Source: an optimization exercise on an open RTL-to-GDS flow (aim: small area). Production flows keep margins and buffers that such runs may drop.
Only simulation tests tie the RTL to the original design; equivalence was not proved.
Power is estimated from default activity; no workload was simulated.

`flow/design.v`:
```
`timescale 1ns / 1ps
module rgb2YCbCr #(
parameter pix_per_clock = 4,
parameter data_width    = 8
)
(
input wire clk_in,
input wire reset,
input wire [(data_width*pix_per_clock*3)-1:0] rdata,
input wire rlast,
output reg rready,
input wire ruser,
input wire rvalid,
output reg [(data_width*pix_per_clock*3)-1:0] tdata,
output reg tlast,
input wire tready,
output reg tuser,
output reg tvalid
);
reg [95:0] pix_d1, pix_d2;
reg [7:0] g_d3 [0:3];
reg [8:0] u_d3 [0:3];
reg [8:0] v_d3 [0:3];
always @(posedge clk_in) begin
    pix_d1 <= rdata;
    pix_d2 <= pix_d1;
end
genvar i;
generate for (i = 0; i < 4; i = i + 1) begin : px
    wire [7:0] r = pix_d2[24*i+16 +: 8];
    wire [7:0] g = pix_d2[24*i+8  +: 8];
    wire [7:0] b = pix_d2[24*i    +: 8];
    wire [7:0] gn = ~g;
    wire [8:0] u, v;
    wire [7:0] y, cb, cr;
    rgb2ycc_diff_u du (.a(r), .g(g), .gn(gn), .d(u));
    rgb2ycc_diff_v dv (.a(b), .g(g), .gn(gn), .d(v));
    always @(posedge clk_in) begin
        g_d3[i] <= g;
        u_d3[i] <= u;
        v_d3[i] <= v;
    end
    rgb2ycc_sum cs (.g(g_d3[i]), .u(u_d3[i]), .v(v_d3[i]), .y(y), .cb(cb), .cr(cr));
    always @(posedge clk_in)
        tdata[24*i +: 24] <= {cr, cb, y};
end endgenerate
reg rlast_d1, rlast_d2, rlast_d3;
reg ruser_d1, ruser_d2, ruser_d3;
reg rvalid_d1, rvalid_d2, rvalid_d3;
always @(posedge clk_in) begin
    rlast_d1  <= rlast;  rlast_d2  <= rlast_d1;  rlast_d3  <= rlast_d2;  tlast  <= rlast_d3;
    ruser_d1  <= ruser;  ruser_d2  <= ruser_d1;  ruser_d3  <= ruser_d2;  tuser  <= ruser_d3;
    rvalid_d1 <= rvalid; rvalid_d2 <= rvalid_d1; rvalid_d3 <= rvalid_d2; tvalid <= rvalid_d3;
    rready    <= tready;
end
endmodule
module rgb2ycc_fa (input wire a, input wire b, input wire c, output wire s, output wire co);
  assign s  = a ^ b ^ c;
  assign co = (a & b) | (c & (a ^ b));
endmodule
module rgb2ycc_ha (input wire a, input wire b, output wire s, output wire co);
  assign s  = a ^ b;
  assign co = a & b;
endmodule
module rgb2ycc_maj (input wire a, input wire b, input wire c, output wire co);
  assign co = (a & b) | (c & (a | b));
endmodule
module rgb2ycc_xor (input wire a, input wire b, output wire s);
  assign s = a ^ b;
endmodule
module rgb2ycc_xnor (input wire a, input wire b, output wire s);
  assign s = ~(a ^ b);
endmodule
module rgb2ycc_or (input wire a, input wire b, output wire co);
  assign co = a | b;
endmodule
module rgb2ycc_and (input wire a, input wire b, output wire co);
  assign co = a & b;
endmodule
module rgb2ycc_diff_u (input wire [7:0] a, input wire [7:0] g, input wire [7:0] gn, output wire [8:0] d);
  wire [7:0] an = ~a;
  wire [8:0] c;
  rgb2ycc_ha   h0 (.a(a[0]), .b(gn[0]), .s(d[0]), .co(c[1]));
  genvar k;
  generate for (k = 1; k < 8; k = k + 1) begin : bit_
    rgb2ycc_fa f (.a(a[k]), .b(gn[k]), .c(c[k]), .s(d[k]), .co(c[k+1]));
  end endgenerate
  assign d[8] = c[8];
endmodule
module rgb2ycc_diff_v (input wire [7:0] a, input wire [7:0] g, input wire [7:0] gn, output wire [8:0] d);
  wire [7:0] an = ~a;
  wire [8:0] c;
  rgb2ycc_ha   h0 (.a(a[0]), .b(gn[0]), .s(d[0]), .co(c[1]));
  genvar k;
  generate for (k = 1; k < 8; k = k + 1) begin : bit_
    rgb2ycc_fa f (.a(a[k]), .b(gn[k]), .c(c[k]), .s(d[k]), .co(c[k+1]));
  end endgenerate
  assign d[8] = c[8];
endmodule
module rgb2ycc_sum (input wire [7:0] g, input wire [8:0] u, input wire [8:0] v,
  output wire [7:0] y, output wire [7:0] cb, output wire [7:0] cr);
  wire [7:0] g_n = ~g;
  wire [8:0] u_n = ~u;
  wire [8:0] v_n = ~v;
  wire n1;
  wire n2;
  wire n3, n4;
  wire n5;
  wire n6;
  wire n7;
  wire n8, n9;
  wire n10, n11;
  wire n12;
  wire n13;
  wire n14;
  wire n15, n16;
  wire n17, n18;
  wire n19, n20;
  wire n21;
  wire n22, n23;
  wire n24, n25;
  wire n26, n27;
  wire n28, n29;
  wire n30;
  wire n31;
  wire n32;
  wire n33, n34;
  wire n35, n36;
  wire n37, n38;
  wire n39, n40;
  wire n41, n42;
  wire n43;
  wire n44;
  wire n45, n46;
  wire n47, n48;
  wire n49, n50;
  wire n51, n52;
  wire n53, n54;
  wire n55, n56;
  wire n57, n58;
  wire n59, n60;
  wire n61, n62;
  wire n63, n64;
  wire n65;
  wire n66;
  wire n67, n68;
  wire n69, n70;
  wire n71, n72;
  wire n73, n74;
  wire n75, n76;
  wire n77, n78;
  wire n79, n80;
  wire n81, n82;
  wire n83, n84;
  wire n85;
  wire n86;
  wire n87, n88;
  wire n89, n90;
  wire n91, n92;
  wire n93, n94;
  wire n95, n96;
  wire n97;
  wire n98;
  wire n99;
  wire n100, n101;
  wire n102;
  wire n103, n104;
  wire n105, n106;
  wire n107;
  wire n108, n109;
  wire n110, n111;
  wire n112;
  wire n113;
  wire n114;
  wire n115, n116;
  wire n117, n118;
  wire n119;
  wire n120, n121;
  wire n122, n123;
  wire n124, n125;
  wire n126, n127;
  wire n128;
  wire n129;
  wire n130, n131;
  wire n132, n133;
  wire n134, n135;
  wire n136, n137;
  wire n138;
  wire n139;
  wire n140, n141;
  wire n142, n143;
  wire n144, n145;
  wire n146, n147;
  wire n148, n149;
  wire n150, n151;
  wire n152, n153;
  wire n154, n155;
  wire n156, n157;
  wire n158, n159;
  wire n160, n161;
  wire n162, n163;
  wire n164, n165;
  wire n166;
  wire n167;
  wire n168, n169;
  wire n170;
  wire n171;
  wire n172;
  wire n173, n174;
  wire n175;
  wire n176, n177;
  wire n178;
  wire n179, n180;
  wire n181;
  wire n182;
  wire n183;
  wire n184, n185;
  wire n186;
  wire n187, n188;
  wire n189, n190;
  wire n191, n192;
  wire n193;
  wire n194;
  wire n195, n196;
  wire n197, n198;
  wire n199, n200;
  wire n201;
  wire n202;
  wire n203, n204;
  wire n205, n206;
  wire n207, n208;
  wire n209, n210;
  wire n211, n212;
  wire n213, n214;
  wire n215, n216;
  wire n217, n218;
  wire n219;
  wire n220;
  wire n221, n222;
  wire n223;
  wire n224;
  wire n225, n226;
  wire n227;
  wire n228;
  rgb2ycc_or  cn1 (.a(g_n[0]), .b(u_n[2]), .co(n1));
  rgb2ycc_maj cn2 (.a(g_n[1]), .b(u_n[3]), .c(n1), .co(n2));
  rgb2ycc_fa  cn3 (.a(g_n[2]), .b(u_n[4]), .c(u[0]), .s(n3), .co(n4));
  rgb2ycc_maj cn5 (.a(v[0]), .b(n3), .c(n2), .co(n5));
  rgb2ycc_or  cn6 (.a(g_n[3]), .b(g_n[0]), .co(n6));
  rgb2ycc_xnor cn7 (.a(g_n[3]), .b(g_n[0]), .s(n7));
  rgb2ycc_fa  cn8 (.a(u_n[5]), .b(u[1]), .c(u[0]), .s(n8), .co(n9));
  rgb2ycc_fa  cn10 (.a(v[1]), .b(n7), .c(n4), .s(n10), .co(n11));
  rgb2ycc_maj cn12 (.a(n8), .b(n10), .c(n5), .co(n12));
  rgb2ycc_or  cn13 (.a(g_n[4]), .b(g_n[1]), .co(n13));
  rgb2ycc_xnor cn14 (.a(g_n[4]), .b(g_n[1]), .s(n14));
  rgb2ycc_fa  cn15 (.a(u_n[6]), .b(u[2]), .c(u[1]), .s(n15), .co(n16));
  rgb2ycc_fa  cn17 (.a(v[2]), .b(n14), .c(n6), .s(n17), .co(n18));
  rgb2ycc_fa  cn19 (.a(n9), .b(n15), .c(n17), .s(n19), .co(n20));
  rgb2ycc_maj cn21 (.a(n11), .b(n19), .c(n12), .co(n21));
  rgb2ycc_fa  cn22 (.a(g_n[5]), .b(g_n[2]), .c(u_n[7]), .s(n22), .co(n23));
  rgb2ycc_fa  cn24 (.a(u[3]), .b(u[2]), .c(v[3]), .s(n24), .co(n25));
  rgb2ycc_fa  cn26 (.a(n13), .b(n16), .c(n22), .s(n26), .co(n27));
  rgb2ycc_fa  cn28 (.a(n24), .b(n18), .c(n26), .s(n28), .co(n29));
  rgb2ycc_maj cn30 (.a(n20), .b(n28), .c(n21), .co(n30));
  rgb2ycc_or  cn31 (.a(g_n[6]), .b(g_n[3]), .co(n31));
  rgb2ycc_xnor cn32 (.a(g_n[6]), .b(g_n[3]), .s(n32));
  rgb2ycc_fa  cn33 (.a(g[0]), .b(u_n[8]), .c(u[4]), .s(n33), .co(n34));
  rgb2ycc_fa  cn35 (.a(u[3]), .b(v[4]), .c(n32), .s(n35), .co(n36));
  rgb2ycc_fa  cn37 (.a(n23), .b(n25), .c(n33), .s(n37), .co(n38));
  rgb2ycc_fa  cn39 (.a(n35), .b(n27), .c(n37), .s(n39), .co(n40));
  rgb2ycc_fa  cn41 (.a(n29), .b(n39), .c(n30), .s(n41), .co(n42));
  rgb2ycc_or  cn43 (.a(g_n[7]), .b(g_n[4]), .co(n43));
  rgb2ycc_xnor cn44 (.a(g_n[7]), .b(g_n[4]), .s(n44));
  rgb2ycc_fa  cn45 (.a(g[1]), .b(u[5]), .c(u[4]), .s(n45), .co(n46));
  rgb2ycc_fa  cn47 (.a(v[5]), .b(n44), .c(n31), .s(n47), .co(n48));
  rgb2ycc_fa  cn49 (.a(n34), .b(n45), .c(n36), .s(n49), .co(n50));
  rgb2ycc_fa  cn51 (.a(n47), .b(n38), .c(n49), .s(n51), .co(n52));
  rgb2ycc_fa  cn53 (.a(n40), .b(n51), .c(n42), .s(n53), .co(n54));
  rgb2ycc_fa  cn55 (.a(g_n[5]), .b(g[2]), .c(u[6]), .s(n55), .co(n56));
  rgb2ycc_fa  cn57 (.a(u[5]), .b(v[6]), .c(n43), .s(n57), .co(n58));
  rgb2ycc_fa  cn59 (.a(n46), .b(n55), .c(n48), .s(n59), .co(n60));
  rgb2ycc_fa  cn61 (.a(n57), .b(n50), .c(n59), .s(n61), .co(n62));
  rgb2ycc_fa  cn63 (.a(n52), .b(n61), .c(n54), .s(n63), .co(n64));
  rgb2ycc_or  cn65 (.a(g_n[6]), .b(g[3]), .co(n65));
  rgb2ycc_xnor cn66 (.a(g_n[6]), .b(g[3]), .s(n66));
  rgb2ycc_fa  cn67 (.a(u[7]), .b(u[6]), .c(v[7]), .s(n67), .co(n68));
  rgb2ycc_fa  cn69 (.a(n66), .b(n56), .c(n67), .s(n69), .co(n70));
  rgb2ycc_fa  cn71 (.a(n58), .b(n69), .c(n60), .s(n71), .co(n72));
  rgb2ycc_fa  cn73 (.a(n62), .b(n71), .c(n64), .s(n73), .co(n74));
  rgb2ycc_fa  cn75 (.a(g_n[7]), .b(g[4]), .c(u[8]), .s(n75), .co(n76));
  rgb2ycc_fa  cn77 (.a(u[7]), .b(v[8]), .c(n65), .s(n77), .co(n78));
  rgb2ycc_fa  cn79 (.a(n68), .b(n75), .c(n77), .s(n79), .co(n80));
  rgb2ycc_fa  cn81 (.a(n70), .b(n79), .c(n72), .s(n81), .co(n82));
  rgb2ycc_ha  cn83 (.a(n81), .b(n74), .s(n83), .co(n84));
  rgb2ycc_or  cn85 (.a(g[5]), .b(u[8]), .co(n85));
  rgb2ycc_xnor cn86 (.a(g[5]), .b(u[8]), .s(n86));
  rgb2ycc_fa  cn87 (.a(n86), .b(n76), .c(n78), .s(n87), .co(n88));
  rgb2ycc_fa  cn89 (.a(n80), .b(n87), .c(n82), .s(n89), .co(n90));
  rgb2ycc_ha  cn91 (.a(n89), .b(n84), .s(n91), .co(n92));
  rgb2ycc_fa  cn93 (.a(g[6]), .b(n85), .c(n88), .s(n93), .co(n94));
  rgb2ycc_fa  cn95 (.a(n93), .b(n90), .c(n92), .s(n95), .co(n96));
  rgb2ycc_xnor cn97 (.a(g[7]), .b(n94), .s(n97));
  rgb2ycc_xor cn98 (.a(n97), .b(n96), .s(n98));
  rgb2ycc_or  cn99 (.a(u_n[2]), .b(u[0]), .co(n99));
  rgb2ycc_fa  cn100 (.a(u_n[3]), .b(u[1]), .c(v_n[0]), .s(n100), .co(n101));
  rgb2ycc_and cn102 (.a(n99), .b(n100), .co(n102));
  rgb2ycc_fa  cn103 (.a(u_n[4]), .b(u[2]), .c(u_n[0]), .s(n103), .co(n104));
  rgb2ycc_fa  cn105 (.a(v_n[1]), .b(n101), .c(n103), .s(n105), .co(n106));
  rgb2ycc_and cn107 (.a(n102), .b(n105), .co(n107));
  rgb2ycc_fa  cn108 (.a(u_n[5]), .b(u[3]), .c(u_n[1]), .s(n108), .co(n109));
  rgb2ycc_fa  cn110 (.a(v_n[2]), .b(n104), .c(n108), .s(n110), .co(n111));
  rgb2ycc_maj cn112 (.a(n106), .b(n110), .c(n107), .co(n112));
  rgb2ycc_or  cn113 (.a(u_n[6]), .b(u[4]), .co(n113));
  rgb2ycc_xnor cn114 (.a(u_n[6]), .b(u[4]), .s(n114));
  rgb2ycc_fa  cn115 (.a(u_n[2]), .b(v_n[3]), .c(v[0]), .s(n115), .co(n116));
  rgb2ycc_fa  cn117 (.a(n114), .b(n109), .c(n115), .s(n117), .co(n118));
  rgb2ycc_maj cn119 (.a(n111), .b(n117), .c(n112), .co(n119));
  rgb2ycc_fa  cn120 (.a(u_n[7]), .b(u[5]), .c(u_n[3]), .s(n120), .co(n121));
  rgb2ycc_fa  cn122 (.a(v_n[4]), .b(v[1]), .c(n113), .s(n122), .co(n123));
  rgb2ycc_fa  cn124 (.a(n116), .b(n120), .c(n122), .s(n124), .co(n125));
  rgb2ycc_fa  cn126 (.a(n118), .b(n124), .c(n119), .s(n126), .co(n127));
  rgb2ycc_or  cn128 (.a(u_n[8]), .b(u[6]), .co(n128));
  rgb2ycc_xnor cn129 (.a(u_n[8]), .b(u[6]), .s(n129));
  rgb2ycc_fa  cn130 (.a(u_n[4]), .b(v_n[5]), .c(v[2]), .s(n130), .co(n131));
  rgb2ycc_fa  cn132 (.a(n129), .b(n121), .c(n130), .s(n132), .co(n133));
  rgb2ycc_fa  cn134 (.a(n123), .b(n132), .c(n125), .s(n134), .co(n135));
  rgb2ycc_ha  cn136 (.a(n134), .b(n127), .s(n136), .co(n137));
  rgb2ycc_or  cn138 (.a(u[7]), .b(u_n[5]), .co(n138));
  rgb2ycc_xnor cn139 (.a(u[7]), .b(u_n[5]), .s(n139));
  rgb2ycc_fa  cn140 (.a(v_n[6]), .b(v[3]), .c(n139), .s(n140), .co(n141));
  rgb2ycc_fa  cn142 (.a(n128), .b(n131), .c(n140), .s(n142), .co(n143));
  rgb2ycc_fa  cn144 (.a(n133), .b(n142), .c(n135), .s(n144), .co(n145));
  rgb2ycc_ha  cn146 (.a(n144), .b(n137), .s(n146), .co(n147));
  rgb2ycc_fa  cn148 (.a(u[8]), .b(u_n[6]), .c(v_n[7]), .s(n148), .co(n149));
  rgb2ycc_fa  cn150 (.a(v[4]), .b(n138), .c(n148), .s(n150), .co(n151));
  rgb2ycc_fa  cn152 (.a(n141), .b(n150), .c(n143), .s(n152), .co(n153));
  rgb2ycc_fa  cn154 (.a(n152), .b(n145), .c(n147), .s(n154), .co(n155));
  rgb2ycc_fa  cn156 (.a(u_n[7]), .b(v_n[8]), .c(v[5]), .s(n156), .co(n157));
  rgb2ycc_fa  cn158 (.a(n149), .b(n156), .c(n151), .s(n158), .co(n159));
  rgb2ycc_fa  cn160 (.a(n158), .b(n153), .c(n155), .s(n160), .co(n161));
  rgb2ycc_fa  cn162 (.a(u_n[8]), .b(v[6]), .c(n157), .s(n162), .co(n163));
  rgb2ycc_fa  cn164 (.a(n162), .b(n159), .c(n161), .s(n164), .co(n165));
  rgb2ycc_or  cn166 (.a(v[7]), .b(n163), .co(n166));
  rgb2ycc_xnor cn167 (.a(v[7]), .b(n163), .s(n167));
  rgb2ycc_ha  cn168 (.a(n167), .b(n165), .s(n168), .co(n169));
  rgb2ycc_xnor cn170 (.a(v[8]), .b(n166), .s(n170));
  rgb2ycc_xor cn171 (.a(n170), .b(n169), .s(n171));
  rgb2ycc_and cn172 (.a(v_n[2]), .b(v_n[0]), .co(n172));
  rgb2ycc_fa  cn173 (.a(u_n[0]), .b(v_n[3]), .c(v_n[1]), .s(n173), .co(n174));
  rgb2ycc_and cn175 (.a(n172), .b(n173), .co(n175));
  rgb2ycc_fa  cn176 (.a(u_n[1]), .b(v_n[4]), .c(v_n[2]), .s(n176), .co(n177));
  rgb2ycc_maj cn178 (.a(n174), .b(n176), .c(n175), .co(n178));
  rgb2ycc_fa  cn179 (.a(u_n[2]), .b(v_n[5]), .c(v_n[3]), .s(n179), .co(n180));
  rgb2ycc_maj cn181 (.a(n177), .b(n179), .c(n178), .co(n181));
  rgb2ycc_or  cn182 (.a(u_n[3]), .b(u[0]), .co(n182));
  rgb2ycc_xnor cn183 (.a(u_n[3]), .b(u[0]), .s(n183));
  rgb2ycc_fa  cn184 (.a(v_n[6]), .b(v_n[4]), .c(n183), .s(n184), .co(n185));
  rgb2ycc_maj cn186 (.a(n180), .b(n184), .c(n181), .co(n186));
  rgb2ycc_fa  cn187 (.a(u_n[4]), .b(u[1]), .c(v_n[7]), .s(n187), .co(n188));
  rgb2ycc_fa  cn189 (.a(v_n[5]), .b(n182), .c(n187), .s(n189), .co(n190));
  rgb2ycc_fa  cn191 (.a(n185), .b(n189), .c(n186), .s(n191), .co(n192));
  rgb2ycc_or  cn193 (.a(u_n[5]), .b(u[2]), .co(n193));
  rgb2ycc_xnor cn194 (.a(u_n[5]), .b(u[2]), .s(n194));
  rgb2ycc_fa  cn195 (.a(v_n[8]), .b(v_n[6]), .c(n194), .s(n195), .co(n196));
  rgb2ycc_fa  cn197 (.a(n188), .b(n195), .c(n190), .s(n197), .co(n198));
  rgb2ycc_ha  cn199 (.a(n197), .b(n192), .s(n199), .co(n200));
  rgb2ycc_or  cn201 (.a(u_n[6]), .b(u[3]), .co(n201));
  rgb2ycc_xnor cn202 (.a(u_n[6]), .b(u[3]), .s(n202));
  rgb2ycc_fa  cn203 (.a(v_n[7]), .b(n202), .c(n193), .s(n203), .co(n204));
  rgb2ycc_fa  cn205 (.a(n196), .b(n203), .c(n198), .s(n205), .co(n206));
  rgb2ycc_ha  cn207 (.a(n205), .b(n200), .s(n207), .co(n208));
  rgb2ycc_fa  cn209 (.a(u_n[7]), .b(u[4]), .c(v_n[8]), .s(n209), .co(n210));
  rgb2ycc_fa  cn211 (.a(n201), .b(n209), .c(n204), .s(n211), .co(n212));
  rgb2ycc_fa  cn213 (.a(n211), .b(n206), .c(n208), .s(n213), .co(n214));
  rgb2ycc_fa  cn215 (.a(u_n[8]), .b(u[5]), .c(n210), .s(n215), .co(n216));
  rgb2ycc_fa  cn217 (.a(n215), .b(n212), .c(n214), .s(n217), .co(n218));
  rgb2ycc_or  cn219 (.a(u[6]), .b(n216), .co(n219));
  rgb2ycc_xnor cn220 (.a(u[6]), .b(n216), .s(n220));
  rgb2ycc_ha  cn221 (.a(n220), .b(n218), .s(n221), .co(n222));
  rgb2ycc_or  cn223 (.a(u[7]), .b(n219), .co(n223));
  rgb2ycc_xnor cn224 (.a(u[7]), .b(n219), .s(n224));
  rgb2ycc_ha  cn225 (.a(n224), .b(n222), .s(n225), .co(n226));
  rgb2ycc_xnor cn227 (.a(u[8]), .b(n223), .s(n227));
  rgb2ycc_xor cn228 (.a(n227), .b(n226), .s(n228));
  assign y[0] = n41;
  assign y[1] = n53;
  assign y[2] = n63;
  assign y[3] = n73;
  assign y[4] = n83;
  assign y[5] = n91;
  assign y[6] = n95;
  assign y[7] = n98;
  assign cb[0] = n126;
  assign cb[1] = n136;
  assign cb[2] = n146;
  assign cb[3] = n154;
  assign cb[4] = n160;
  assign cb[5] = n164;
  assign cb[6] = n168;
  assign cb[7] = n171;
  assign cr[0] = n191;
  assign cr[1] = n199;
  assign cr[2] = n207;
  assign cr[3] = n213;
  assign cr[4] = n217;
  assign cr[5] = n221;
  assign cr[6] = n225;
  assign cr[7] = n228;
endmodule
```
`flow/flow/run.sh`:
```
#!/bin/bash
# Standard layout (the standard.sh, unchanged synthesis and floorplan) with two
# knobs passed through the environment:
#  - ports are buffered with the smallest buffer (buf_1) instead of the default choice;
#  - clock tree synthesis uses clkbuf_8 on clusters of up to 20 sinks and adds no dummy loads.
set -euo pipefail
cd "$(dirname "$0")/.."
export BUFFER_PORTS_ARGS="-buffer_cell sky130_fd_sc_hd__buf_1"
export CTS_ARGS="-sink_clustering_enable -repair_clock_nets -dont_use_dummy_load -sink_clustering_size 20 -sink_clustering_max_diameter 60 -buf_list sky130_fd_sc_hd__clkbuf_8"
bash standard.sh > standard.log 2>&1
```
`flow/standard.sh`:
```
#!/bin/bash
# synth_recipe.tcl (not shown) runs the flow's synth.tcl, then flattens the netlist and writes it again
# the make line also repeats each setting of config.mk as NAME=value (left out here)
make -C /OpenROAD-flow-scripts/flow DESIGN_CONFIG=/design/flow/config.mk WORK_HOME=/design/flow/orfs CLKGATE_MAP_FILE= SYNTH_SCRIPT=/design/flow/synth_recipe.tcl "${@:-finish}"
```
`flow/config.mk`:
```
export PLATFORM = sky130hd
export DESIGN_NAME = rgb2YCbCr
export DESIGN_NICKNAME = rgb2YCbCr
export VERILOG_FILES = /design/flow/design.v
export SDC_FILE = /design/flow/constraint.sdc
export NUM_CORES = 4
export LEC_CHECK = 0
export CAP_MARGIN = 20
export CORE_MARGIN = 2
export CORE_UTILIZATION = 60
export GPL_TIMING_DRIVEN = 0
export SLEW_MARGIN = 20
export SYNTH_HIERARCHICAL = 1
export SYNTH_MINIMUM_KEEP_SIZE = 0
```
`flow/constraint.sdc`:
```
create_clock -name core_clock -period 5.0 [get_ports {clk_in}]
set_input_delay 1.0000 -clock core_clock [delete_from_list [all_inputs] [get_ports {clk_in}]]
set_output_delay 1.0000 -clock core_clock [all_outputs]
set_load 0.01 [all_outputs]
```
==> results of run 1 <==
[area by class of cell]
type                    instances  area [um^2]
plain buffers                 104        780.7
flip-flops and latches        405         8234
fillers                      2311         9943
clock buffers                  29        399.1
diodes                          1        2.502
inverters                     136        570.5
multi-input cells             624         9779
well taps                     402        503.0
repair buffers                268         1261
[cells in the mapped netlist (all sizes together)]
cell	count	share of area (%)
and2	16	0.52
xor2	12	0.55
maj3	40	2.4
buf	104	4.1
xnor2	72	3.3
or2	68	2.2
ha	44	2.9
dfxtp	405	42
inv	136	2.7
fa	372	39
[where the power goes]
part | internal, uW | switching [uW] | total (uW)
sequential | 4110 | 337 | 4450
clock | 516 | 895 | 1410
combinational | 6270 | 4160 | 10400
[per-layer routing]
layer,vias to the layer above,wire length [um]
met3,44,1165
met4,2,690
met5,-,13
li1,4264,-
met2,171,16010
met1,4574,11380
[per-module statistics from Yosys, one instance, submodules excluded]
module	flops+latches	cells
rgb2ycc_diff_v	0	1
rgb2ycc_maj	0	1
rgb2ycc_sum	0	50
rgb2YCbCr	405	437
rgb2ycc_xnor	0	1
rgb2ycc_or	0	1
rgb2ycc_and	0	1
rgb2ycc_diff_u	0	1
rgb2ycc_xor	0	1
rgb2ycc_ha	0	1
rgb2ycc_fa	0	1
[worst max-delay path, cell delays in order, from the launching register on]
cell	delay [ns]
dfxtp_4	0.38
clkinvlp_4	0.10
or2_1	0.24
maj3_2	0.31
maj3_2	0.31
maj3_2	0.31
maj3_2	0.32
maj3_2	0.32
fa_2	0.36
fa_2	0.35
fa_2	0.35
fa_1	0.37
ha_1	0.19
ha_1	0.19
fa_1	0.37
xor2_1	0.17
buf_4	0.13
[stage by stage]
stage / utilization, % / setup slack (ns)
finish: 68.41 / 0.1448
CTS: 67.22 / -0.01648
global route: 68.41 / -0.01515
global placement: 64.69 / -0.3763
detailed placement: 64.69 / -0.3812
floorplan: - / 0.0009668
[repair_timing]
| item | CTS | global route |
|---|---|---|
| buffers inserted | 30 | 38 |
| resized for setup | 80 | 37 |
| pin swaps | 0 | 0 |
| setup endpoints to repair | 13 | 13 |
[state kept, by name, indices dropped and copies added (netlist names), 32 cells and up]
name    cells
tdata      96
v_d3       36
g_d3       32
pix_d1     96
pix_d2     96
u_d3       36
[final timing paths]
| path | startpoint | to | slack, ns | cells past startpoint |
|---|---|---|---|---|
| worst min-delay path | pix_d1[79] | pix_d2[79] | 0.26 | 0 |
| worst max register to register | u_d3[1][2] | tdata[31] | 0.14 | 16 |
| worst max-delay path | u_d3[1][2] | tdata[31] | 0.14 | 16 |
| worst min register to register | pix_d1[79] | pix_d2[79] | 0.26 | 0 |
[kinds of logic (layout without fill, tap and decap cells)]
group,count (synthesis),in the layout,share of synthesized area [%]
XOR/XNOR,84,84,3.850
adder cells (fa/ha/maj),456,456,44.21
buffers and inverters,240,537,6.757
flip-flops,405,405,42.43
other,0,1,0
AND/OR/NAND/NOR,84,84,2.750
==> metrics.md, run 1 <==
| Metric | Value |
|---|---|
| Post-route ant nets | `0` |
| Tcrit/Tclk final | `between 90% and 100%` |
| Synthesized area per cell | `15.06 um^2` |
| Critical path data arrival time | `~5.4 ns` |
| Post-route insts no fill | `around 2000` |
| Clock buffer count from CTS | `29` |
| WP data required | `roughly 5.5 ns` |
| Final wirelength | `~29 mm` |
| Register area share after synthesis | `42.43%` |
| Commonest non-fill, non-tap cells in the layout | `356 x fa_1, 352 x dfxtp_1, 200 x buf_1, 172 x buf_4, 112 x inv_1` |
| Fin. Hold Viols | `0` |
| Maximum vdd drop | `0.4615 mV` |
| Layout cell share with drive strength beyond 1 | `a little over a fifth` |
| Met1 Usage GRT | `23.01%` |
| # hold bufs at CTS | `0` |
| Pwr dens | `756.3 nW/um^2` |
| Leakage | `a little under 0.009 uW` |
| Via density | `4.599` |
| Hold WS | `between 0.2 and 0.3 ns` |
| Clk_skew | `0.05611 ns` |
| Worst setup SP type | `flip-flop` |
| DP HPWL | `24.43 mm` |
| Vias in the first global route | `approximately 10000` |
| DRC viols | `0` |
| Met3 Use GR | `2.954%` |
| Grt met2 use | `about a third` |
| Crit Path Max Fanout | `4` |
| DP Area | `just over 20000 um^2` |
| Gr busiest metal | `met2` |
| Mapped cell area | `approximately 19000 um^2` |
| Fmax | `approximately 200 MHz` |
| Synth Instances | `between 1000 and 1500` |
| Netlist cell types | `10` |
| GR Util All Layers | `18.90%` |
| CTS root buf | `clkbuf_8` |
| Final Max Slew Viols | `0` |
| Num Clock Sinks | `between 400 and 500` |
| Via count | `just over 9000` |
| GPL Wtd Cong | `0.8375` |
| GR Overflow Total | `0` |
| CTS tree | `done` |
| # H-tree levels | `1` |
| Initial drt markers | `210` |
| Synth warn | `13` |
| Unrepaired setup endpoints after global routing | `true` |
| Initial antenna violation count | `2` |
| Power, Total | `between 15000 and 20000 uW` |
| Core ar. | `about 31000 um^2` |
| Routed WL per cell | `about 15 um` |
| DR pass1 iterations | `6` |
| Worst-skew pair later-pin latency | `around 0.6 ns` |
| Final instance area | `between 20000 and 25000 um^2` |
| Syn nets | `between 1500 and 2000` |
| Worst min-delay path category | `flip-flop to flip-flop` |
| First-pass GRT wire length | `between 40 and 50 mm` |
| Area growth, synth to finish | `12.68%` |
| Clock-pin slew on the worst setup and hold paths | `about 0.11 ns` |
| CTS max path bufs | `3` |
| CP endpoint kind | `flip-flop` |
| Synthesis-stage register bit count | `405` |
| IO Pins | `between 200 and 250` |
| Die Y | `about 180 um` |
| Worst-margin pin slew | `0.3582 ns` |
| WS Path Type | `flip-flop to flip-flop` |
| Status | `timing/DRC/antenna clean` |
| Number of max-cap violations | `0` |
| Starting Density | `60.71%` |
| Largest net degree at the start of global routing | `21` |
| Setup Viol. Count Final | `0` |
| Die area | `33290 um^2` |
| Placed cells | `between 1500 and 2000` |
| Min cycle time layout | `~5 ns` |
| Most common cell after layout, fill and taps aside | `fa_1` |
| Setup TNS | `0 ns` |
| Site Rows | `65` |
| I/O Buffers | `200` |
| Final nets | `~2100` |
| Relative slew margins | `76.09%` |
| Die W | `about 180 um` |
==> run 2, diff against run 1 <==
--- a/flow/config.mk
+++ b/flow/config.mk
@@ -10,3 +10,2 @@
 export CORE_UTILIZATION = 60
-export GPL_TIMING_DRIVEN = 0
 export SLEW_MARGIN = 20
==> metrics.md, run 2 <==
| Metric | Value |
|---|---|
| Worst-margin pin slew | `0.3808 ns` |
| Pwr dens | `about 620 nW/um^2` |
| I/O Buffers | `200` |
| Register area share after synthesis | `about 42%` |
| Leakage | `about 0.0084 uW` |
| CTS root buf | `clkbuf_8` |
| Routed WL per cell | `15.90 um` |
| Gr busiest metal | `met2` |
| CP Cell Sequence | `inv_1 > fa_1 > fa_1 > maj3_2 > maj3_2 > maj3_2 > fa_1 > fa_1 > fa_1 > fa_2 > ha_1 > ha_1 > fa_1 > xor2_1` |
| Vias in the first global route | `9835` |
| Initial antenna violation count | `3` |
| CP endpoint kind | `flip-flop` |
| Crit Path Max Fanout | `2` |
| Synthesis-stage register bit count | `around 410` |
| Ys flop type | `dfxtp_1` |
| Most common cell after layout, fill and taps aside | `dfxtp_1` |
| DP Area | `19930 um^2` |
| Final Max Slew Viols | `0` |
| Mapped cell area | `19110 um^2` |
| Worst-skew pair later-pin latency | `slightly above 0.6 ns` |
| Final nets | `~2000` |
| IO Pins | `202` |
| Yosys top cell by area | `dfxtp_1` |
| WS Path Type | `flip-flop to flip-flop` |
| Synth top area cells | `dfxtp_1 42%, fa_1 39%, buf_4 4.1%` |
| Synth top area share | `about 42%` |
| GR Overflow Total | `0` |
| Synth warn | `13` |
| Syn nets | `approximately 1800` |
| Clock-pin slew on the worst setup and hold paths | `approximately 0.11 ns` |
| CTS tree | `done` |
| Area growth, synth to finish | `6.816%` |
| Site Rows | `65` |
| # H-tree levels | `1` |
| Grt met2 use | `roughly a third` |
| Initial drt markers | `230` |
| Relative slew margins | `roughly three quarters` |
| Maximum vdd drop | `just under 0.4 mV` |
| Num Clock Sinks | `slightly above 400` |
| Final wirelength | `between 20 and 30 mm` |
| Synth Instances | `about 1300` |
| Delay-heaviest family, CP | `adder cells` |
| Final instance area | `20410 um^2` |
| Starting Density | `just over 60%` |
| Status | `timing/DRC/antenna clean` |
| DP HPWL | `around 25 mm` |
| Via density | `around 4.6` |
| Core ar. | `roughly 31000 um^2` |
| Crit path buffers/inverters | `1` |
| First-pass GRT wire length | `~48 mm` |
| Via count | `between 8000 and 9000` |
| Critical path data arrival time | `5.32 ns` |
| Post-synth top cells | `405 x dfxtp_1, 372 x fa_1, 136 x inv_1` |
| Unrepaired setup endpoints after global routing | `false` |
| Die W | `between 150 and 200 um` |
| Met1 Usage GRT | `a little under a quarter` |
| Die area | `around 33000 um^2` |
| Setup Viol. Count Final | `0` |
| Clk_skew | `just under 0.06 ns` |
| Synthesized area per cell | `roughly 15 um^2` |
| Largest net degree at the start of global routing | `21` |
| Met3 Use GR | `2.834%` |
| Asr flop ratio synth | `0%` |
| Clock buffer count from CTS | `29` |
| Worst setup SP type | `flip-flop` |
| Min cycle time layout | `around 4.8 ns` |
| DR pass1 iterations | `4` |
| Post-route ant nets | `0` |
| Worst min-delay path category | `flip-flop to flip-flop` |
| Top flop regs | `pix_d1: 96 flops, pix_d2: 96 flops, tdata: 96 flops` |
| Fmax | `206.6 MHz` |
| # hold bufs at CTS | `0` |
| DRC viols | `0` |
| GPL Wtd Cong | `roughly 0.82` |
| Fin. Hold Viols | `0` |
| Netlist cell types | `10` |
| Post-route insts no fill | `approximately 1800` |
| GR Util All Layers | `19.02%` |
| Commonest non-fill, non-tap cells in the layout | `383 x dfxtp_1, 366 x fa_1, 200 x buf_1, 131 x inv_1, 69 x xnor2_1` |
| Layout cell share with drive strength beyond 1 | `about a tenth` |
| Count leader, synth | `dfxtp_1` |
| Setup TNS | `0 ns` |
| EDFF count, synth | `0` |
| WP data required | `roughly 5.5 ns` |
| Max incr delay on CP | `0.45 ns` |
| Number of max-cap violations | `0` |
| CTS max path bufs | `3` |
| Crit path max-delay cell type | `fa_1` |
| Fill cell count | `2419` |
| Placed cells | `between 1500 and 2000` |
| Tcrit/Tclk final | `96.80%` |
| CP most frequent cell | `fa_1` |
| Die Y | `approximately 180 um` |
-- run 2: routing by layer --
| metal | vias to the layer above | wire length, um |
|---|---|---|
| li1 | 4006 | - |
| met1 | 4279 | 11940 |
| met2 | 149 | 15420 |
| met3 | 52 | 937 |
| met4 | 2 | 1026 |
| met5 | - | 13 |
-- run 2: path summary, 6_finish.rpt --
| check | from | end | slack (ns) | depth (start not counted) |
|---|---|---|---|---|
| worst max register to register | g_d3[2][2] | tdata[55] | 0.16 | 14 |
| worst max-delay path | g_d3[2][2] | tdata[55] | 0.16 | 14 |
| worst min register to register | pix_d1[86] | pix_d2[86] | 0.31 | 0 |
| worst min-delay path | pix_d1[86] | pix_d2[86] | 0.31 | 0 |
-- run 2: cell families (layout without fill, tap and decap cells) --
kind of cell	Yosys count	after routing	share of synthesized area, %
adder cells (fa/ha/maj)	456	456	44.21
flip-flops	405	405	42.43
buffers and inverters	240	413	6.757
XOR/XNOR	84	84	3.850
AND/OR/NAND/NOR	84	84	2.750
other	0	2	0
-- run 2: what timing repair did --
action | 4_1_cts | 5_1_grt
buffers inserted | 0 | 1
setup endpoints to repair | 0 | 7
gates resized for setup | 0 | 32
-- run 2: worst reg2reg max path: cells and delay by family, from the launching register on --
| kind | cells | cell delay (ns) |
|---|---|---|
| xor gates and xnor gates | 1 | 0.17 |
| adders and majority gates | 12 | 4.09 |
| buffers and inverters | 1 | 0.09 |
| DFF | 1 | 0.35 |
-- run 2: Yosys stat by module (local to each module, per instance) --
module | cells | flops+latches
rgb2ycc_ha | 1 | 0
rgb2ycc_or | 1 | 0
rgb2ycc_diff_u | 1 | 0
rgb2ycc_and | 1 | 0
rgb2YCbCr | 437 | 405
rgb2ycc_fa | 1 | 0
rgb2ycc_maj | 1 | 0
rgb2ycc_xor | 1 | 0
rgb2ycc_diff_v | 1 | 0
rgb2ycc_sum | 50 | 0
rgb2ycc_xnor | 1 | 0
-- run 2: through the flow --
| step | hold WS, ns | util [%] | setup slack (ns) | total power, uW |
|---|---|---|---|---|
| 2_1_floorplan | 0.3096 | - | 0.0009668 | 12650 |
| 3_3_place_gp | 0.3096 | 63.34 | 0.07597 | 11440 |
| 3_5_place_dp | 0.3121 | 63.34 | 0.04499 | 11580 |
| 4_1_cts | 0.2963 | 64.60 | 0.002923 | 13060 |
| 5_1_grt | 0.3135 | 64.85 | 0.008683 | 14260 |
| 6_report | 0.3090 | 64.85 | 0.1600 | 12670 |
-- run 2: report_power, final --
| group | switching [uW] | leakage [uW] | total, uW | internal, uW |
|---|---|---|---|---|
| Combinational | 3580 | 0.00476 | 6890 | 3310 |
| Sequential | 284 | 0.00342 | 4360 | 4080 |
| Clock | 902 | 0.000209 | 1420 | 515 |
| Total | 4760 | 0.00838 | 12700 | 7910 |
-- run 2: layout make-up --
| class | instances | area [um^2] | share of cell area (%) |
|---|---|---|---|
| diodes | 2 | 5.005 | 0.02452 |
| clock buffers | 29 | 399.1 | 1.955 |
| inverters | 136 | 510.5 | 2.501 |
| multi-input cells | 624 | 9747 | 47.75 |
| flip-flops and latches | 405 | 8135 | 39.86 |
| well taps | 402 | 503.0 | 2.464 |
| repair buffers | 248 | 1111 | 5.444 |
==> run 3, diff against run 2 <==
--- a/flow/config.mk
+++ b/flow/config.mk
@@ -10,2 +10,3 @@
 export CORE_UTILIZATION = 60
+export PLACE_DENSITY = 0.75
 export SLEW_MARGIN = 20
==> metrics.md, run 3 <==
| Metric | Value |
|---|---|
| Delay-heaviest family, CP | `adder cells` |
| # H-tree levels | `1` |
| I/O Buffers | `200` |
| Status | `timing/DRC/antenna clean` |
| Synth Instances | `about 1300` |
| CP Cell Sequence | `inv_1 > fa_1 > fa_1 > fa_1 > maj3_2 > fa_1 > fa_1 > fa_1 > fa_1 > ha_1 > ha_1 > fa_1 > xor2_1` |
| Clk_skew | `roughly 0.065 ns` |
| CTS tree | `done` |
| Worst-margin pin slew | `0.3568 ns` |
| Pwr dens | `between 600 and 700 nW/um^2` |
| DRC viols | `0` |
| EDFF count, synth | `0` |
| Fin. Hold Viols | `0` |
| Post-route ant nets | `0` |
| Die Y | `roughly 180 um` |
| Relative slew margins | `between 70% and 80%` |
| Number of max-cap violations | `0` |
| Routed WL per cell | `roughly 16 um` |
| Die W | `between 150 and 200 um` |
| Site Rows | `between 60 and 70` |
| Crit path buffers/inverters | `1` |
| WS Path Type | `flip-flop to flip-flop` |
| First-pass GRT wire length | `49.81 mm` |
| Core ar. | `approximately 31000 um^2` |
| Ys flop type | `dfxtp_1` |
| Fmax | `about 210 MHz` |
| Initial drt markers | `approximately 260` |
| GR Util All Layers | `between 10% and 20%` |
| IO Pins | `between 200 and 250` |
| Power, Total | `12750 uW` |
| WP data required | `roughly 5.5 ns` |
| Synth warn | `13` |
| Synthesis-stage register bit count | `about 410` |
| Clock buffer count from CTS | `28` |
| R2R Path End | `tdata[7]` |
| Via count | `8682` |
| Synthesized area per cell | `~15 um^2` |
| Post-synth top cells | `405 x dfxtp_1, 372 x fa_1, 136 x inv_1` |
| Critical path data arrival time | `about 5.4 ns` |
| Setup Viol. Count Final | `0` |
| R2R Setup Slk | `about 0.13 ns` |
| Vias in the first global route | `10380` |
| Maximum vdd drop | `roughly 0.42 mV` |
| Asr flop ratio synth | `0%` |
| Final nets | `1963` |
| GR Overflow Total | `0` |
| Hold-critical path endpoint | `pix_d2[50]` |
| Clock-pin slew on the worst setup and hold paths | `around 0.11 ns` |
| Num Clock Sinks | `between 400 and 500` |
| DR pass1 iterations | `4` |
| R2r startpoint | `g_d3[0][5]` |
| Mapped cell area | `19110 um^2` |
| Count leader, synth | `dfxtp_1` |
| Area growth, synth to finish | `6.829%` |
| Register area share after synthesis | `between 40% and 50%` |
| Crit Path Max Fanout | `3` |
| Synth top area cells | `dfxtp_1 42%, fa_1 39%, buf_4 4.1%` |
| Initial antenna violation count | `0` |
| N_diodes | `0` |
| Tcrit/Tclk final | `97.37%` |
| Worst min-delay path category | `flip-flop to flip-flop` |
| Largest net degree at the start of global routing | `21` |
| Synth top area share | `~42%` |
| Top flop regs | `pix_d1: 96 flops, pix_d2: 96 flops, tdata: 96 flops` |
| Via density | `4.706` |
| Worst-skew pair later-pin latency | `between 0.6 and 0.7 ns` |
| Min cycle time layout | `about 5 ns` |
| CP most frequent cell | `fa_1` |
| Starting Density | `approximately three fifths` |
| Worst-case reg-to-reg path depth | `13` |
| Final wirelength | `between 20 and 30 mm` |
| Layout cell share with drive strength beyond 1 | `a little over a tenth` |
| Netlist cell types | `10` |
| Commonest non-fill, non-tap cells in the layout | `384 x dfxtp_1, 366 x fa_1, 200 x buf_1, 129 x inv_1` |
| Syn nets | `between 1500 and 2000` |
| DP HPWL | `25.26 mm` |
| Yosys top cell by area | `dfxtp_1` |
| Setup TNS | `0 ns` |
| Final Max Slew Viols | `0` |
| Max incr delay on CP | `around 0.57 ns` |
| Hold Crit Start | `pix_d1[50]` |
| GPL Wtd Cong | `roughly 0.87` |
| Die area | `~33000 um^2` |
| Leakage | `around 0.0084 uW` |
| Crit path launch | `g_d3[0][5]` |
| CTS root buf | `clkbuf_8` |
| Crit path max-delay cell type | `fa_1` |
| Unrepaired setup endpoints after global routing | `true` |
| Worst hold path stage count | `0` |
| Worst setup SP type | `flip-flop` |
| Most common cell after layout, fill and taps aside | `dfxtp_1` |
| CP endpoint kind | `flip-flop` |
| CTS max path bufs | `3` |
[run 3: cells by family (layout without fill, tap and decap cells)]
group	Yosys count	after routing	share of synthesized area, %
buffers and inverters	240	414	6.757
XOR/XNOR	84	84	3.850
AND/OR/NAND/NOR	84	84	2.750
flip-flops	405	405	42.43
adder cells (fa/ha/maj)	456	456	44.21
[run 3: area by class of cell]
type	count	area (um^2)
inverter	136	510.5
timing repair buffer	250	1126
tap	402	503.0
fill	2294	11060
multi-input combinational	624	9754
sequential	405	8134
clock buffer	28	385.4
[run 3: per-stage QoR]
step / std cells / utilization [%] / setup slack [ns] / hold slack, ns / instance area (um^2)
floorplan: 1269 / - / 0.0009668 / 0.3096 / 19110
global placement: 1813 / 63.31 / 0.1004 / 0.3097 / 19930
detailed placement: 1813 / 63.31 / 0.04880 / 0.3121 / 19930
CTS: 1841 / 64.54 / 0.007104 / 0.2884 / 20310
global route: 1845 / 64.86 / -0.006239 / 0.2970 / 20410
finish: 1845 / 64.86 / 0.1313 / 0.2858 / 20410
[run 3: repair_timing]
item                                    CTS  global route
buffers inserted                          0             4
gates resized for setup                   1            33
endpoints found under the setup margin    1             7
hold buffers                              0             0
[run 3: report_power, final]
| part | switching, uW | internal (uW) |
|---|---|---|
| registers | 285 | 4080 |
| clock network | 896 | 499 |
| logic | 3640 | 3350 |
[run 3: per-module statistics from Yosys (local to each module, per instance)]
module,flops+latches,copies in the design
rgb2YCbCr,405,1
rgb2ycc_and,0,16
rgb2ycc_diff_u,0,4
rgb2ycc_diff_v,0,4
rgb2ycc_fa,0,372
rgb2ycc_ha,0,44
rgb2ycc_maj,0,40
rgb2ycc_or,0,68
rgb2ycc_sum,0,4
rgb2ycc_xnor,0,72
rgb2ycc_xor,0,12
[run 3: layer usage]
metal / track usage [%] / vias to the layer above / routed length [um]
met5: 0 / - / 0
met1: 23.56 / 4469 / 11810
met3: 2.814 / 43 / 1098
li1: - / 4010 / -
met2: 35.97 / 160 / 16210
met4: 5.323 / 0 / 609
[run 3: worst max-delay path by stage]
stage | to | slack [ns] | cells past startpoint
finish | tdata[7] | 0.13 | 13
CTS | tdata[79] | 0.007 | 14
floorplan | tdata[31] | 0.001 | 16
global placement | tdata[7] | 0.10 | 14
global route | tdata[79] | -0.006 | 14
detailed placement | tdata[7] | 0.05 | 14
==> run 4, diff against run 3 <==
--- a/flow/config.mk
+++ b/flow/config.mk
@@ -9,4 +9,3 @@
 export CORE_MARGIN = 2
-export CORE_UTILIZATION = 60
-export PLACE_DENSITY = 0.75
+export CORE_UTILIZATION = 75
 export SLEW_MARGIN = 20
==> metrics.md, run 4 <==
| Metric | Value |
|---|---|
| CTS tree | `done` |
| Worst setup SP type | `flip-flop` |
| Synthesis-stage register bit count | `about 410` |
| Relative slew margins | `roughly 77%` |
| Switching share of power | `37.92%` |
| Critical path data arrival time | `approximately 5.3 ns` |
| WP data required | `about 5.5 ns` |
| Area growth, synth to finish | `6.116%` |
| Die area | `between 20000 and 30000 um^2` |
| Clock-pin slew on the worst setup and hold paths | `~0.11 ns` |
| DP HPWL | `between 20 and 30 mm` |
| Routed WL per cell | `17.24 um` |
| IO Pins | `202` |
| Ys flop type | `dfxtp_1` |
| Syn nets | `around 1800` |
| Synth top area share | `a little over two fifths` |
| Worst-margin pin slew | `around 0.35 ns` |
| Largest net degree at the start of global routing | `21` |
| GR Util All Layers | `roughly a quarter` |
| Fill cell count | `approximately 1500` |
| Adder-cell share of the synthesized area | `44.21%` |
| Setup Viol. Count Final | `0` |
| Setup TNS | `0 ns` |
| Compound-Gate Fraction of Synth Area | `0%` |
| Leakage | `between 0.008 and 0.009 uW` |
| Simple-gate area share of the yosys netlist | `under 10%` |
| Most common cell after layout, fill and taps aside | `dfxtp_1` |
| Top flop regs | `pix_d1: 96 flops, pix_d2: 96 flops, tdata: 96 flops` |
| DRC viols | `0` |
| EDFF count, synth | `0` |
| Synth top area cells | `dfxtp_1 42%, fa_1 39%, buf_4 4.1%` |
| Synth Area in XOR/XNOR | `roughly 3.9%` |
| Num Clock Sinks | `about 410` |
| Asr flop ratio synth | `0%` |
| Clk_skew | `around 0.04 ns` |
| Post-layout util | `between 80 and 90%` |
| CP endpoint kind | `flip-flop` |
| Final wirelength | `30.54 mm` |
| Synth Instances | `between 1000 and 1500` |
| DR pass1 iterations | `4` |
| Power, Total | `roughly 13000 uW` |
| Min cycle time layout | `around 4.9 ns` |
| Mux share of post-synthesis cell area | `0%` |
| Starting Density | `about three quarters` |
| Crit Path Max Fanout | `3` |
| Largest family of logic cells by synthesized area | `adder cells` |
| Site Rows | `58` |
| Pwr dens | `between 600 and 700 nW/um^2` |
| Via density | `approximately 5` |
| Final nets | `approximately 2000` |
| I/O Buffers | `200` |
| CTS max path bufs | `3` |
| Clock power share | `between 10% and 20%` |
| WS Path Type | `flip-flop to flip-flop` |
| First-pass GRT wire length | `just under 50 mm` |
| # H-tree levels | `1` |
| Number of max-cap violations | `0` |
| Register area share after synthesis | `between 40% and 50%` |
| R2R Setup Slk | `roughly 0.14 ns` |
| Internal power | `roughly 8000 uW` |
| Sequential power share | `between 30% and 40%` |
| Die W | `roughly 160 um` |
| Commonest non-fill, non-tap cells in the layout | `388 x dfxtp_1, 364 x fa_1, 200 x buf_1, 129 x inv_1, 70 x xnor2_1` |
| Fin. Hold Viols | `0` |
| Synth warn | `13` |
| Hold WS | `~0.3 ns` |
| Tcrit/Tclk final | `a little over nine tenths` |
| Fmax | `between 200 and 250 MHz` |
| Worst min-delay path category | `flip-flop to flip-flop` |
| Vias in the first global route | `10340` |
| Initial antenna violation count | `2` |
| Status | `timing/DRC/antenna clean` |
| Initial drt markers | `between 300 and 400` |
| Maximum vdd drop | `around 0.42 mV` |
| Mapped cell area | `19110 um^2` |
| Final Max Slew Viols | `0` |
| Synthesized area per cell | `between 15 and 20 um^2` |
| Post-synth top cells | `405 x dfxtp_1, 372 x fa_1, 136 x inv_1` |
| Yosys top cell by area | `dfxtp_1` |
| Worst-skew pair later-pin latency | `between 0.5 and 0.6 ns` |
| DP Area | `slightly below 20000 um^2` |
| Core ar. | `between 20000 and 30000 um^2` |
| Clock buffer count from CTS | `27` |
| Netlist cell types | `10` |
| Final instance area | `between 20000 and 25000 um^2` |
| Switching power | `between 4000 and 5000 uW` |
| Post-route ant nets | `0` |
| Via count | `~8800` |
| CTS root buf | `clkbuf_8` |
| Die Y | `between 150 and 200 um` |
| GPL Wtd Cong | `0.8557` |
| GR Overflow Total | `0` |
| Power share of the combinational group | `between 50 and 60%` |
| Layout cell share with drive strength beyond 1 | `10.28%` |
| Count leader, synth | `dfxtp_1` |
run 4: cell counts after synthesis:
No cell type changed its count.
run 4: cell families (layout without fill, tap and decap cells):
group                    after synthesis  count (layout)
AND/OR/NAND/NOR                       84              84
other                                  0               2
buffers and inverters                240             410
adder cells (fa/ha/maj)              456             456
XOR/XNOR                              84              84
flip-flops                           405             405
run 4: worst paths after layout:
path         startpoint         end  cells past startpoint
max reg2reg  g_d3[1][1]   tdata[31]                     14
min          pix_d1[79]  pix_d2[79]                      0
max          g_d3[1][1]   tdata[31]                     14
min reg2reg  pix_d1[79]  pix_d2[79]                      0
run 4: final cells by class:
type	count	area, um^2	area share (%)
timing repair buffer	247	1104	5.442
inverter	136	510.5	2.518
sequential	405	8129	40.09
antenna	2	5.005	0.02468
tap	330	412.9	2.036
multi-input combinational	624	9744	48.06
clock buffer	27	371.6	1.833
run 4: critical path, stage by stage, from the launching register on:
cell	delay (ns)
dfxtp_1	0.39
inv_1	0.10
xnor2_1	0.23
fa_1	0.47
fa_1	0.44
maj3_2	0.32
maj3_2	0.32
fa_1	0.40
fa_2	0.35
fa_1	0.38
fa_1	0.39
ha_1	0.21
ha_1	0.21
fa_2	0.36
xor2_1	0.18
run 4: per-stage QoR:
step           setup slack [ns]  std cells
2_1_floorplan         0.0009668       1269
3_3_place_gp            0.07166       1741
3_5_place_dp           -0.02406       1741
4_1_cts                 0.03300       1768
5_1_grt             -0.00005063       1771
6_report                 0.1406       1771
run 4: what timing repair did:
item,in CTS,in global routing
hold buffers,0,0
setup buffers,0,1
gates resized for setup,7,23
setup endpoints to repair,2,5
cloned,0,0
run 4: power by group through the flow:
stage                     Combinational [uW]  Clock, uW  Sequential (uW)
after global routing                    8220       1540             4430
after global placement                  6820          0             4420
after detailed placement                7220          0             4450
final                                   7080       1360             4360
after CTS                               7270       1420             4370
after floorplan                         7970          0             4680
run 4: routing by layer:
layer  GRT usage [%]  wire [um]
met3           2.946       1091
met4           8.931        943
met5               0          0
met1           28.43      11250
met2           46.37      17250
run 4: per-module statistics from Yosys, one instance, submodules excluded:
module | flops+latches | area (um^2) | times used
rgb2ycc_ha | 0 | 12.51 | 44
rgb2ycc_xnor | 0 | 8.758 | 72
rgb2ycc_sum | 0 | 277.8 | 4
rgb2ycc_fa | 0 | 20.02 | 372
rgb2YCbCr | 405 | 8228 | 1
rgb2ycc_diff_v | 0 | 7.507 | 4
rgb2ycc_maj | 0 | 11.26 | 40
rgb2ycc_and | 0 | 6.256 | 16
rgb2ycc_diff_u | 0 | 7.507 | 4
rgb2ycc_or | 0 | 6.256 | 68
rgb2ycc_xor | 0 | 8.758 | 12
==> run 5, diff against run 4 <==
--- a/flow/flow/run.sh
+++ b/flow/flow/run.sh
@@ -8,3 +8,3 @@
 export BUFFER_PORTS_ARGS="-buffer_cell sky130_fd_sc_hd__buf_1"
-export CTS_ARGS="-sink_clustering_enable -repair_clock_nets -dont_use_dummy_load -sink_clustering_size 20 -sink_clustering_max_diameter 60 -buf_list sky130_fd_sc_hd__clkbuf_8"
+export CTS_ARGS="-sink_clustering_enable -repair_clock_nets -dont_use_dummy_load -sink_clustering_size 12 -sink_clustering_max_diameter 45 -buf_list sky130_fd_sc_hd__clkbuf_4"
 bash standard.sh > standard.log 2>&1
==> metrics.md, run 5 <==
| Metric | Value |
|---|---|
| Max incr delay on CP | `approximately 0.45 ns` |
| CTS tree | `done` |
| Tcrit/Tclk final | `approximately 98%` |
| Critical path data arrival time | `roughly 5.4 ns` |
| Die W | `163.6 um` |
| Via density | `4.973` |
| Yosys top cell by area | `dfxtp_1` |
| Initial antenna violation count | `3` |
| GR Util All Layers | `between 20% and 30%` |
| CTS root buf | `clkbuf_4` |
| Asr flop ratio synth | `0%` |
| Status | `timing/DRC/antenna clean` |
| Min cycle time layout | `4.878 ns` |
| IO Pins | `a little over 200` |
| Mapped cell area | `between 15000 and 20000 um^2` |
| Crit path buffers/inverters | `1` |
| Starting Density | `about three quarters` |
| Relative slew margins | `roughly 76%` |
| # hold bufs at CTS | `0` |
| Worst-margin pin slew | `about 0.35 ns` |
| Sequential cell area | `~8000 um^2` |
| Clock buffer count from CTS | `between 40 and 50` |
| Post-synth top cells | `405 x dfxtp_1, 372 x fa_1, 136 x inv_1` |
| Site Rows | `58` |
| Synth top area share | `between 40% and 50%` |
| CP Cell Sequence | `inv_1 > fa_1 > fa_1 > maj3_2 > maj3_2 > maj3_2 > fa_1 > fa_2 > fa_1 > fa_1 > ha_1 > ha_1 > fa_2 > xor2_1` |
| EDFF count, synth | `0` |
| Most common cell after layout, fill and taps aside | `dfxtp_1` |
| Clk_skew | `0.05399 ns` |
| Unrepaired setup endpoints after global routing | `false` |
| Placed cells | `~1700` |
| Netlist cell types | `10` |
| DRC viols | `0` |
| Worst-skew pair later-pin latency | `0.65 ns` |
| Top flop regs | `pix_d1: 96 flops, pix_d2: 96 flops, tdata: 96 flops` |
| First-pass GRT wire length | `~50 mm` |
| Crit Path Max Fanout | `2` |
| DP HPWL | `26.56 mm` |
| Maximum vdd drop | `0.4321 mV` |
| Worst min-delay path category | `flip-flop to flip-flop` |
| Setup TNS | `0 ns` |
| Clock-pin slew on the worst setup and hold paths | `roughly 0.12 ns` |
| DP Area | `19840 um^2` |
| Leakage | `0.008360 uW` |
| WS Path Type | `flip-flop to flip-flop` |
| Final wirelength | `about 31 mm` |
| Synthesis-stage register bit count | `between 400 and 500` |
| Fin. Hold Viols | `0` |
| Commonest non-fill, non-tap cells in the layout | `388 x dfxtp_1, 365 x fa_1, 200 x buf_1, 130 x inv_1, 70 x xnor2_1` |
| Fmax | `205.0 MHz` |
| Crit path max-delay cell type | `fa_1` |
| Final nets | `1975` |
| Register area share after synthesis | `a little over two fifths` |
| Layout cell share with drive strength beyond 1 | `11.13%` |
| CP most frequent cell | `fa_1` |
| Largest net degree at the start of global routing | `13` |
| Number of max-cap violations | `0` |
| CP endpoint kind | `flip-flop` |
| Final instance area | `20230 um^2` |
| # H-tree levels | `2` |
| Synthesized area per cell | `around 15 um^2` |
| Vias in the first global route | `10490` |
| WP data required | `~5.5 ns` |
| Ys flop type | `dfxtp_1` |
| Post-route ant nets | `0` |
| Post-route insts no fill | `between 1500 and 2000` |
| DR pass1 iterations | `4` |
| Fill cell count | `between 1000 and 1500` |
| Pwr dens | `approximately 630 nW/um^2` |
| Routed WL per cell | `17.19 um` |
| Num Clock Sinks | `405` |
| Synth Instances | `around 1300` |
| CTS max path bufs | `3` |
| GPL Wtd Cong | `0.8557` |
| Worst setup SP type | `flip-flop` |
| Syn nets | `1787` |
| R2R Setup Slk | `approximately 0.12 ns` |
| Via count | `about 8900` |
| Count leader, synth | `dfxtp_1` |
| I/O Buffers | `200` |
| Synth warn | `13` |
| Area growth, synth to finish | `5.861%` |
| GR Overflow Total | `0` |
| Synth top area cells | `dfxtp_1 42%, fa_1 39%, buf_4 4.1%` |
| Core ar. | `25110 um^2` |
| Initial drt markers | `329` |
| Die Y | `around 160 um` |
| Die area | `26770 um^2` |
| Delay-heaviest family, CP | `adder cells` |
| Setup Viol. Count Final | `0` |
| Area occupied by multi-input gates | `slightly below 10000 um^2` |
| Final Max Slew Viols | `0` |
run 5: cell count changes in the layout (fill, tap and decap cells not counted), sizes merged:
| cell | before | now |
|---|---|---|
| buf | 247 | 248 |
| clkbuf | 27 | 42 |
| diode | 2 | 3 |
run 5: worst paths after layout:
path,startpoint,to,cells past startpoint
worst min-delay path,rvalid_d1,rvalid_d2,0
worst max-delay path,g_d3[1][2],tdata[31],14
worst min register to register,rvalid_d1,rvalid_d2,0
worst max register to register,g_d3[1][2],tdata[31],14
run 5: area by class of cell:
cell class | count | area share, %
Timing Repair Buffer | 248 | 5.493
Inverter | 136 | 2.524
Tap cell | 330 | 2.041
Multi-Input combinational cell | 624 | 48.16
Antenna cell | 3 | 0.03711
Sequential cell | 405 | 40.19
Clock buffer | 42 | 1.559
run 5: logic make-up (layout without fill, tap and decap cells):
family / count (synthesis) / after routing / synth area share (%)
xor+xnor: 84 / 84 / 3.850
fa+ha+maj: 456 / 456 / 44.21
buf+inv: 240 / 426 / 6.757
flops: 405 / 405 / 42.43
other cells: 0 / 3 / 0
simple gates: 84 / 84 / 2.750
run 5: per-module statistics from Yosys, one instance, submodules excluded:
| module | flip-flops and latches | area [um^2] | copies in the design | cells inside |
|---|---|---|---|---|
| rgb2YCbCr | 405 | 8228 | 1 | 437 |
| rgb2ycc_sum | 0 | 277.8 | 4 | 50 |
| rgb2ycc_fa | 0 | 20.02 | 372 | 1 |
| rgb2ycc_ha | 0 | 12.51 | 44 | 1 |
| rgb2ycc_maj | 0 | 11.26 | 40 | 1 |
| rgb2ycc_xnor | 0 | 8.758 | 72 | 1 |
| rgb2ycc_xor | 0 | 8.758 | 12 | 1 |
| rgb2ycc_diff_u | 0 | 7.507 | 4 | 1 |
| rgb2ycc_diff_v | 0 | 7.507 | 4 | 1 |
| rgb2ycc_and | 0 | 6.256 | 16 | 1 |
| rgb2ycc_or | 0 | 6.256 | 68 | 1 |
run 5: stage by stage:
stage	utilization, %	total power, uW	hold WS, ns	setup WS, ns
floorplan	-	12650	0.3096	0.0009668
global placement	79.00	11240	0.3097	0.07166
detailed placement	79.00	11670	0.3121	-0.02406
CTS	80.29	12970	0.3156	0.01140
global route	80.56	14120	0.3248	0.006011
finish	80.56	12720	0.3139	0.1219
run 5: power breakdown:
group / internal (uW) / total (uW) / switching [uW]
registers: 4080 / 4360 / 282
logic: 3390 / 7090 / 3700
clock network: 389 / 1280 / 887
total: 7850 / 12700 / 4870
run 5: timing repair:
item / 4_1_cts / 5_1_grt
resized for setup: 6 / 22
setup endpoints to repair: 2 / 4
setup buffers: 0 / 2
cloned: 0 / 0
hold endpoints to repair: 0 / 0
run 5: worst reg2reg max path: stages, from the launching register on:
cell	delay [ns]
dfxtp_2	0.36
inv_1	0.10
fa_1	0.44
fa_1	0.45
maj3_2	0.32
maj3_2	0.31
maj3_2	0.32
fa_1	0.40
fa_2	0.35
fa_1	0.38
fa_1	0.39
ha_1	0.21
ha_1	0.21
fa_2	0.35
xor2_1	0.18
run 5: routing by layer:
metal	global-route usage, %	wire, um	share of wire [%]	up-vias
met5	0	0	0	-
met4	9.609	1086	3.5	0
met3	3.504	1048	3.4	69
met2	46.77	17300	56	202
met1	28.18	11290	37	4575
li1	-	-	-	4046

[port drivers added, routing unchanged]
The results above use ideal ports. As a check the final layouts listed here were re-extracted and re-timed, cells and wires unchanged. Step 1: set_driving_cell puts a clkbuf_16 on clk_in and a buf_2 on each other input, an assumption about the parent block. Step 2 moves the port delays by t, midway between the first and last clock arrival at a register: inputs arrive t later, outputs are due t later. That takes back most of the time a late clock gives input paths. Slacks: ideal ports / drivers / drivers and shift; pairs: ideal ports / drivers.
run | shift t [ns] | setup WS [ns] | hold WS [ns] | clock arrival spread, ns
run 1 | 0.624 | 0.145 / 0.145 / 0.145 | 0.263 / 0.263 / 0.263 | 0.062 / 0.062
run 2 | 0.645 | 0.160 / 0.160 / 0.160 | 0.309 / 0.309 / 0.309 | 0.085 / 0.085
run 3 | 0.627 | 0.131 / 0.131 / 0.131 | 0.286 / 0.286 / 0.286 | 0.066 / 0.066
run 4 | 0.613 | 0.141 / 0.141 / 0.141 | 0.294 / 0.294 / 0.294 | 0.041 / 0.041
run 5 | 0.663 | 0.122 / 0.122 / 0.122 | 0.314 / 0.314 / 0.314 | 0.054 / 0.054
After both steps every run listed still meets setup and hold.
